What follows belongs to an exercise in optimizing a design on an open flow for small area, a short achievable clock period and few clock cycles; a production flow would make more cautious choices.
Only the layout flow was run in this run; the RTL was not checked for function there.

$ cat design/flow/config.mk
export PLATFORM = sky130hd
export DESIGN_NAME = solver
export DESIGN_NICKNAME = solver
export VERILOG_FILES = /design/flow/design.v
export SDC_FILE = /design/flow/constraint.sdc
export NUM_CORES = 4
export LEC_CHECK = 0
export CAP_MARGIN = 20
export CORE_MARGIN = 2
export CORE_UTILIZATION = 40
export SLEW_MARGIN = 20
$ cat design/flow/constraint.sdc
create_clock -name core_clock -period 22.0 [get_ports {clk}]
set_input_delay 4.4000 -clock core_clock [delete_from_list [all_inputs] [get_ports {clk}]]
set_output_delay 4.4000 -clock core_clock [all_outputs]
set_load 0.01 [all_outputs]
$ cat design/flow/design.v
module solver (
    input  logic         clk,
    input  logic         resetN,
    input  logic         start_enable,
    input  logic [31:0]  seq1_in,
    input  logic [31:0]  seq2_in,
    input  logic [127:0] above_row_score,
    input  logic [127:0] left_col_score,
    input  logic [3:0]   tile_row,
    input  logic [3:0]   tile_col,
    output logic         solver_done,
    output logic [511:0] arrow_matrix,
    output logic [127:0] last_row_score,
    output logic [127:0] last_col_score,
    output logic [7:0]   max_score,
    output logic [7:0]   max_pos,
    output logic [3:0]   out_tile_row,
    output logic [3:0]   out_tile_col
);
    logic        busy;
    logic [4:0]  tc;                     
    logic [30:0] oh;                     
    always_ff @(posedge clk or negedge resetN) begin
        if (!resetN) begin
            busy        <= 1'b0;
            tc          <= '0;
            solver_done <= 1'b0;
        end else if (!busy) begin
            if (start_enable) begin
                busy        <= 1'b1;
                solver_done <= 1'b0;
            end
        end else if (tc == 5'd30) begin
            busy        <= 1'b0;
            tc          <= '0;
            solver_done <= 1'b1;
        end else begin
            tc <= tc + 5'd1;
        end
    end
    always_comb
        for (int t = 0; t < 31; t++) oh[t] = busy && (tc == 5'(t));
    always_ff @(posedge clk) begin
        if (start_enable) begin
            out_tile_row <= tile_row;
            out_tile_col <= tile_col;
        end
    end
    logic [31:0]  s1;                    
    logic [33:0]  cq;                    
    logic [33:0]  cqn;                   
    logic [15:0]  mr;                    
    logic [15:0]  w;                     
    logic [127:0] p1;                    
    logic [127:0] p2;                    
    logic [1:0] nq;
    logic [7:0] na;
    always_comb begin
        nq = 2'b00; na = 8'd0;
        for (int u = 0; u < 15; u++) begin
            if (tc == 5'(u)) na = above_row_score[8*(u+1) +: 8];
            if (tc == 5'(u) && u < 14) nq = seq2_in[2*(u+2) +: 2];
        end
    end
    always_comb begin
        if (!busy)
            cqn[3:0] = {seq2_in[1:0], seq2_in[3:2]};
        else
            cqn[3:0] = {cq[1:0], nq};
        cqn[33:4] = cq[31:2];
    end
    always_ff @(posedge clk) begin
        if (!busy) begin
            s1 <= seq1_in;
            w <= {above_row_score[7:0], 8'd0};
        end else begin
            w <= {na, w[15:8]};
        end
        cq <= cqn;
        for (int i = 0; i < 16; i++)
            mr[i] <= ((busy ? s1[2*i +: 2] : seq1_in[2*i +: 2]) == cqn[2*(i+1) +: 2]);
    end
    logic [127:0] hv;                    
    logic [31:0]  av;                    
    function automatic logic ge8(input logic [7:0] a, input logic [7:0] b);
        logic [7:0] g, p;
        logic [3:0] g1, p1;
        logic [1:0] g2, p2;
        g = a & ~b;
        p = a | ~b;
        for (int n = 0; n < 4; n++) begin
            g1[n] = g[2*n+1] | (p[2*n+1] & g[2*n]);
            p1[n] = p[2*n+1] & p[2*n];
        end
        for (int n = 0; n < 2; n++) begin
            g2[n] = g1[2*n+1] | (p1[2*n+1] & g1[2*n]);
            p2[n] = p1[2*n+1] & p1[2*n];
        end
        ge8 = g2[1] | (p2[1] & (g2[0] | p2[0]));
    endfunction
    function automatic logic [7:0] pand8(input logic [7:0] v);
        logic [7:0] a1, a2;
        for (int n = 0; n < 8; n++) a1[n] = (n >= 1) ? v[n] & v[n-1] : v[n];
        for (int n = 0; n < 8; n++) a2[n] = (n >= 2) ? a1[n] & a1[n-2] : a1[n];
        for (int n = 0; n < 8; n++) pand8[n] = (n >= 4) ? a2[n] & a2[n-4] : a2[n];
    endfunction
    function automatic logic [9:0] sw_cell(input logic [7:0] hd, input logic [7:0] hu,
                                           input logic [7:0] hl, input logic match);
        logic [8:0] x;
        logic [7:0] d, u, l, pd1, pd0, pu, pl, ph;
        logic       c2, dpos, upos, lpos, c_du, c_dl, c_ul, diag;
        pd1 = pand8(hd);                         
        pd0 = pand8(~hd);                        
        pu  = pand8(~{hu[7:1], 1'b0});           
        pl  = pand8(~{hl[7:1], 1'b0});
        ph  = pand8({hd[7:2], 2'b11});           
        x[0] = ~hd[0];
        x[1] = hd[1] ^ hd[0] ^ match;
        c2   = match ? (hd[1] | hd[0]) : (hd[1] & hd[0]);
        x[2] = hd[2] ^ c2;
        for (int n = 3; n < 8; n++) x[n] = hd[n] ^ (c2 & ph[n-1]);
        x[8] = c2 & ph[7];
        d[0] = ~hd[0];
        for (int n = 1; n < 8; n++) d[n] = hd[n] ^ (match ? pd1[n-1] : pd0[n-1]);
        if (match && pd1[7]) d = 8'd255;
        u[0] = hu[0];
        l[0] = hl[0];
        u[1] = ~hu[1];
        l[1] = ~hl[1];
        for (int n = 2; n < 8; n++) begin
            u[n] = hu[n] ^ pu[n-1];
            l[n] = hl[n] ^ pl[n-1];
        end
        dpos = match | (|hd[7:1]);
        upos = (|hu[7:2]) | (&hu[1:0]);
        lpos = (|hl[7:2]) | (&hl[1:0]);
        c_du = x[8] | ge8(x[7:0], hu);
        c_dl = x[8] | ge8(x[7:0], hl);
        c_ul = !lpos | ge8(hu, hl);           
        diag = dpos & c_du & c_dl;
        if (diag)              sw_cell = {2'b01, d};
        else if (!c_ul)        sw_cell = {2'b11, l};
        else if (upos)         sw_cell = {2'b10, u};
        else                   sw_cell = {2'b00, 8'd0};
    endfunction
    genvar gi;
    generate
        for (gi = 0; gi < 16; gi++) begin : pe
            logic [7:0] hl, hu, hd;
            logic [9:0] r;
            assign hl = p1[8*gi +: 8];
            if (gi == 0) begin
                assign hu = w[15:8];
                assign hd = w[7:0];
            end else begin
                assign hu = p1[8*(gi-1) +: 8];
                assign hd = p2[8*(gi-1) +: 8];
            end
            assign r = sw_cell(hd, hu, hl, mr[gi]);
            assign hv[8*gi +: 8] = r[7:0];
            assign av[2*gi +: 2] = r[9:8];
        end
    endgenerate
    logic [7:0] lc0;
    always_ff @(posedge clk) begin
        for (int i = 0; i < 16; i++) begin
            if (i == 0 ? !busy : oh[i-1])
                p1[8*i +: 8] <= left_col_score[8*i +: 8];
            else if (i == 0 || (busy && tc <= 5'(i+15)))
                p1[8*i +: 8] <= hv[8*i +: 8];
        end
        p2 <= p1;
        if (oh[15]) lc0 <= hv[7:0];
    end
    always_comb begin
        last_col_score = p1;
        last_col_score[7:0] = lc0;
    end
    always_ff @(posedge clk) begin
        for (int i = 0; i < 16; i++) begin
            for (int j = 0; j < 16; j++) begin
                if (oh[i+j])
                    arrow_matrix[32*i + 2*j +: 2] <= av[2*i +: 2];
            end
            if (oh[15+i])
                last_row_score[8*i +: 8] <= hv[8*15 +: 8];
        end
    end
    logic [15:0] vr;
    always_ff @(posedge clk)
        for (int i = 0; i < 16; i++) begin
            vr[i] <= 1'b0;
            for (int t = 0; t < 31; t++)
                if (t - i >= 0 && t - i <= 15 && oh[t]) vr[i] <= 1'b1;
        end
    logic [1:0]  c_ok;                   
    logic [15:0] c_v;                    
    logic [7:0]  c_r;                    
    logic [3:0]  c_b;                    
    logic [4:0]  tcd;                    
    logic [1:0]  n_ok;
    logic [15:0] n_v;
    logic [7:0]  n_r;
    always_ff @(posedge clk) tcd <= tc;
    always_comb begin
        for (int h = 0; h < 2; h++) begin
            logic       o0 [8];
            logic [7:0] v0 [8];
            logic [2:0] r0 [8];
            logic       o1 [4];
            logic [7:0] v1 [4];
            logic [2:0] r1 [4];
            logic       o2 [2];
            logic [7:0] v2 [2];
            logic [2:0] r2 [2];
            for (int q = 0; q < 8; q++) begin
                o0[q] = vr[8*h+q];
                v0[q] = p1[8*(8*h+q) +: 8];
                r0[q] = 3'(q);
            end
            for (int q = 0; q < 4; q++) begin
                if (o0[2*q+1] && (!o0[2*q] || !ge8(v0[2*q], v0[2*q+1])))
                     begin v1[q] = v0[2*q+1]; r1[q] = r0[2*q+1]; end
                else begin v1[q] = v0[2*q];   r1[q] = r0[2*q];   end
                o1[q] = o0[2*q] | o0[2*q+1];
            end
            for (int q = 0; q < 2; q++) begin
                if (o1[2*q+1] && (!o1[2*q] || !ge8(v1[2*q], v1[2*q+1])))
                     begin v2[q] = v1[2*q+1]; r2[q] = r1[2*q+1]; end
                else begin v2[q] = v1[2*q];   r2[q] = r1[2*q];   end
                o2[q] = o1[2*q] | o1[2*q+1];
            end
            if (o2[1] && (!o2[0] || !ge8(v2[0], v2[1])))
                 begin n_v[8*h +: 8] = v2[1]; n_r[4*h +: 4] = {1'(h), r2[1]}; end
            else begin n_v[8*h +: 8] = v2[0]; n_r[4*h +: 4] = {1'(h), r2[0]}; end
            n_ok[h] = o2[0] | o2[1];
        end
    end
    always_ff @(posedge clk) begin
        c_ok <= n_ok;
        c_v <= n_v;
        c_r <= n_r;
        c_b <= tcd[3:0];
    end
    logic [7:0] m_v, m_p;
    always_comb begin
        logic [7:0] s_v, s_p, y_v, y_p, d15;
        logic [3:0] c0, c1;
        c0 = c_b - c_r[3:0];
        c1 = c_b - c_r[7:4];
        if (c_ok[1] && (!c_ok[0] || !ge8(c_v[7:0], c_v[15:8])))
             begin s_v = c_v[15:8]; s_p = {c_r[7:4], c1}; end
        else begin s_v = c_v[7:0];  s_p = {c_r[3:0], c0}; end
        if ((c_ok[0] | c_ok[1]) && !ge8(max_score, s_v))
             begin m_v = s_v;       m_p = s_p;     end
        else begin m_v = max_score; m_p = max_pos; end
        if (ge8(p1[8*14 +: 8], p1[8*15 +: 8])) begin y_v = p1[8*14 +: 8]; y_p = {4'd14, 4'd15}; end
        else                                    begin y_v = p1[8*15 +: 8]; y_p = {4'd15, 4'd14}; end
        d15 = p2[8*14 +: 8] + 8'd1;
        if (tc == 5'd30) begin
            if (!ge8(m_v, y_v)) begin m_v = y_v; m_p = y_p; end
            if (mr[15] && m_v == p2[8*14 +: 8] && m_v != 8'd255) begin
                m_v = d15; m_p = 8'hFF;
            end
        end
    end
    always_ff @(posedge clk) begin
        if (busy) begin
            if (tc == 5'd0) begin
                max_score <= '0;
                max_pos   <= '0;
            end else begin
                max_score <= m_v;
                max_pos   <= m_p;
            end
        end
    end
endmodule
$ cat design/flow/flow/run.sh
#!/bin/bash
# The standard layout (the standard.sh, unchanged synthesis) with two
# changes to how it is optimised:
#  - timing repair after CTS and global routing aims for 16.5 ns of setup
#    slack at the design's clock period, so it upsizes and buffers the
#    critical paths instead of stopping at 0 ns of slack;
set -o pipefail
export SETUP_SLACK_MARGIN=16.5
export BUFFER_PORTS_ARGS="-buffer_cell sky130_fd_sc_hd__buf_4"
bash standard.sh finish > standard.log 2>&1
$ cat design/flow/standard.sh
#!/bin/bash
# synth_recipe.tcl (not shown) runs the flow's synth.tcl, then flattens the netlist and writes it again
# the make line also repeats each setting of config.mk as NAME=value (left out here)
make -C /OpenROAD-flow-scripts/flow DESIGN_CONFIG=/design/flow/config.mk WORK_HOME=/design/flow/orfs CLKGATE_MAP_FILE= SYNTH_SCRIPT=/design/flow/synth_recipe.tcl "${@:-finish}"
==> run notes <==
==> routing by layer <==
metal | wire length (um) | track usage [%]
met1 | 91350 | 38.44
met2 | 113800 | 51.96
met3 | 18320 | 5.729
met4 | 9522 | 12.43
met5 | 27 | 0
==> worst min-delay path by stage <==
stage	to	slack [ps]	cells after the start
after floorplan	c_b[0]	310	0
after global placement	cq[19]	350	0
after detailed placement	c_b[0]	340	0
after CTS	c_b[0]	350	0
after global routing	c_b[0]	350	0
final	c_b[0]	360	0
==> cells in the mapped netlist (all sizes together), types with 11 or more instances <==
master	count	area, um2
buf	170	1165
a311oi	21	183.9
nor2b	37	231.5
mux2	47	533.0
nor3b	11	82.58
ha	73	913.4
and2	39	244.0
or4	14	105.1
nor4	24	150.1
a22oi	68	510.5
a21oi	318	1618
dfxtp	240	4805
and3	88	550.5
xor2	82	718.2
o31ai	51	387.9
nand4	48	300.3
maj3	167	1677
o21ai	479	2401
inv	227	852.1
a21o	27	210.2
a31o	13	113.9
o211a	17	170.2
clkbuf	280	1054
o221ai	24	210.2
o22ai	35	219.0
edfxtp	824	24740
nand2b	52	325.3
or2	21	131.4
nor3	116	580.6
nor2	450	1702
a31oi	42	262.8
o211ai	69	518.0
a2111oi	14	166.4
a21boi	18	135.1
a211oi	38	285.3
mux2i	140	1401
xnor2	209	1831
nand2	542	2034
or3	29	181.4
a221oi	22	192.7
o21a	20	152.7
nand3	182	910.9
==> logic make-up (layout without fill, tap and decap cells) <==
logic type	after synthesis	after routing	synth area share [%]
simple gates	1689	1691	13.86
xor+xnor	291	291	4.506
other cells	0	9	0
buf+inv	682	1958	5.462
fa+ha+maj	241	241	4.614
mux	187	187	3.420
compound gates	1388	1388	15.59
flops	1071	1071	52.55
==> state kept, by name, indices dropped and copies added, names as in the netlist, 32 cells and up <==
| signal | flops |
|---|---|
| arrow_matrix | 512 |
| last_row_score | 128 |
| p1 | 128 |
| p2 | 120 |
| cq | 32 |
| s1 | 32 |
==> placed cells by master (no fill, tap or decap), types with 43 or more instances in the layout <==
| master | n |
|---|---|
| a22oi_1 | 60 |
| o21ai_0 | 429 |
| mux2_2 | 43 |
| nand4_1 | 48 |
| nor3_1 | 104 |
| mux2i_1 | 117 |
| clkbuf_16 | 118 |
| nand3_1 | 181 |
| ha_1 | 72 |
| dfxtp_1 | 237 |
| o21ai_1 | 44 |
| nor2_1 | 428 |
| o31ai_1 | 49 |
| nand2_1 | 538 |
| buf_6 | 739 |
| buf_4 | 757 |
| and3_1 | 84 |
| xor2_1 | 82 |
| edfxtp_1 | 824 |
| inv_1 | 224 |
| xnor2_1 | 209 |
| a21oi_1 | 278 |
| o211ai_1 | 69 |
| nand2b_1 | 52 |
| maj3_1 | 161 |
==> timing repair <==
action,CTS,global route
setup endpoints to repair,987,996
gates resized for setup,625,285
cloned,1,1
setup buffers,229,81
pin swaps,28,53
==> layout make-up <==
type	instances	area (um2)	share of cell area (%)
antenna	9	22.52	0.02965
sequential	1071	29730	39.14
clock inverter	70	824.5	1.085
tap	1876	2347	3.090
multi-input combinational	3798	24780	32.62
inverter	232	875.8	1.153
timing repair buffer	1513	14320	18.85
clock buffer	143	3067	4.037
==> impl_metrics.toml <==
[timing]
setup_ws_ps = 16130
tightest_slew_ps = 1140
fin_skew_ps = 40.88
min_period_over_period_pct = 26.67
slew_headroom_pct = 24.01
hold_slack_ps = 358.2
finalCriticalPeriod_ps = 5867
setup_viol = 0
grt_setup_unrepaired = "true"
max_freq_mhz = 170.5
tns_ps = 0
slew_viol_final = 0
hold_viol_final = 0

[route]
postRouteAntennaNets = 0
detail_route.wl_per_cell_um = 26.75
drt_wl_total_mm = 233.1
drt_first_iter_violations = 5324
firstDrtPassIters = 6
vias_per_cell = 5.673
drc = 0
dr_total_vias = 49423

[worst_setup_path]
rr_worst_depth = 25
r2r-start = "p1[68]"
crit_chain = "buf_6"
crit_family = "flip-flops"
cpMaxStageDelayCell = "edfxtp_1"
worstPathArrival_ps = 1470
worstSetupEndpointType = "output pin"
crit_type = "reg -> out"
cp-startpoint = "p1[64]"
crit_path_max_incr_delay_ps = 530
required_ps = 17600
r2r_slack_ps = 16570
reg2reg_to = "c_v[14]"
cp_num_buf_inv = 1
cp.depth = 1
crit_end = "last_col_score[64]"
crit_fanout = 2
start_kind = "flop"

[global_route]
grt_pass1_wl_mm = 328.4
grt_max_degree = 65
grt_pass1_vias = 46544
antenna_found_initial = 18
overflow = 0
track_usage_pct = 30.65

[floorplanning]
die_height_um = 380.0
rows = 137
core_mm2 = 0.1399
start_util_pct = 40.44
dieArea_mm2 = 0.1444
io_pins = 1124
die_x_um = 380.0

[run_status]
status = "timing/DRC/antenna clean"

[synthesis]
synth_cells = 5549
synth_cell_types = 103
synth.avg_cell_area_um2 = 10.19
synth_warnings = 20
ys_seq_area_share_pct = 52.55
yosys_register_bits = 1071
synth.net_count = 5954
async_flop_share_pct = 0.6536
synth_edf_count = 824
synthFlopType = "edfxtp_1"
syn_area_mm2 = 0.05656

[cts]
clk_path_buf_depth = 3
root_buffer = "clkbuf_16"
cts_hold_buf = 0
clkSlewWorstSetupHoldPaths_ps = 60
ctsHtreeMaxLevel = 3
clkLatencyLatePin_ps = 760
cts_tree = "done"
cts_sinks = 1071
cts_buffers = 113

[place]
pre_cts_ws_ps = 15170
hpwl_mm = 168.1
placed_cell_area_mm2 = 0.06597
numPortBuffers = 1123
gp_congestion = 0.9651
dp_cells = 8176

[cells_and_area]
syn_to_final_growth_pct = 34.30
final_util_pct = 54.31
layout-drive-gt1-share_pct = 28.84
fill_cells = 12209
final_cells = 8712
final_nets = 7134
final_area_mm2 = 0.07596

[worst_hold_path]
hp-class = "reg -> reg"
min_from = "tcd[0]"

[run]
cap_viol_max_count = 0

[re-timing with driven ports]
Ports are ideal in the flow. The routed layout listed here was re-timed in OpenROAD.
Step 1: set_driving_cell puts a clkbuf_16 on clk and a buf_2 on each other input, an assumption about the parent block.
Step 2 also shifts input and output timing later by t, the mid clock arrival at the registers, as if the neighbouring blocks saw the same clock.
Three values: ideal, step 1, step 2; two values: the first two.
t, ns: 0.815
setup slack, ns: 16.133 / 16.052 / 15.407
worst setup path after step 2: input to register
clock arrival spread, ns: 0.042 / 0.042
After both steps setup and hold are still met in this run. The setup slack of this run moves by -0.081 ns with the drivers and by -0.726 ns with both steps.
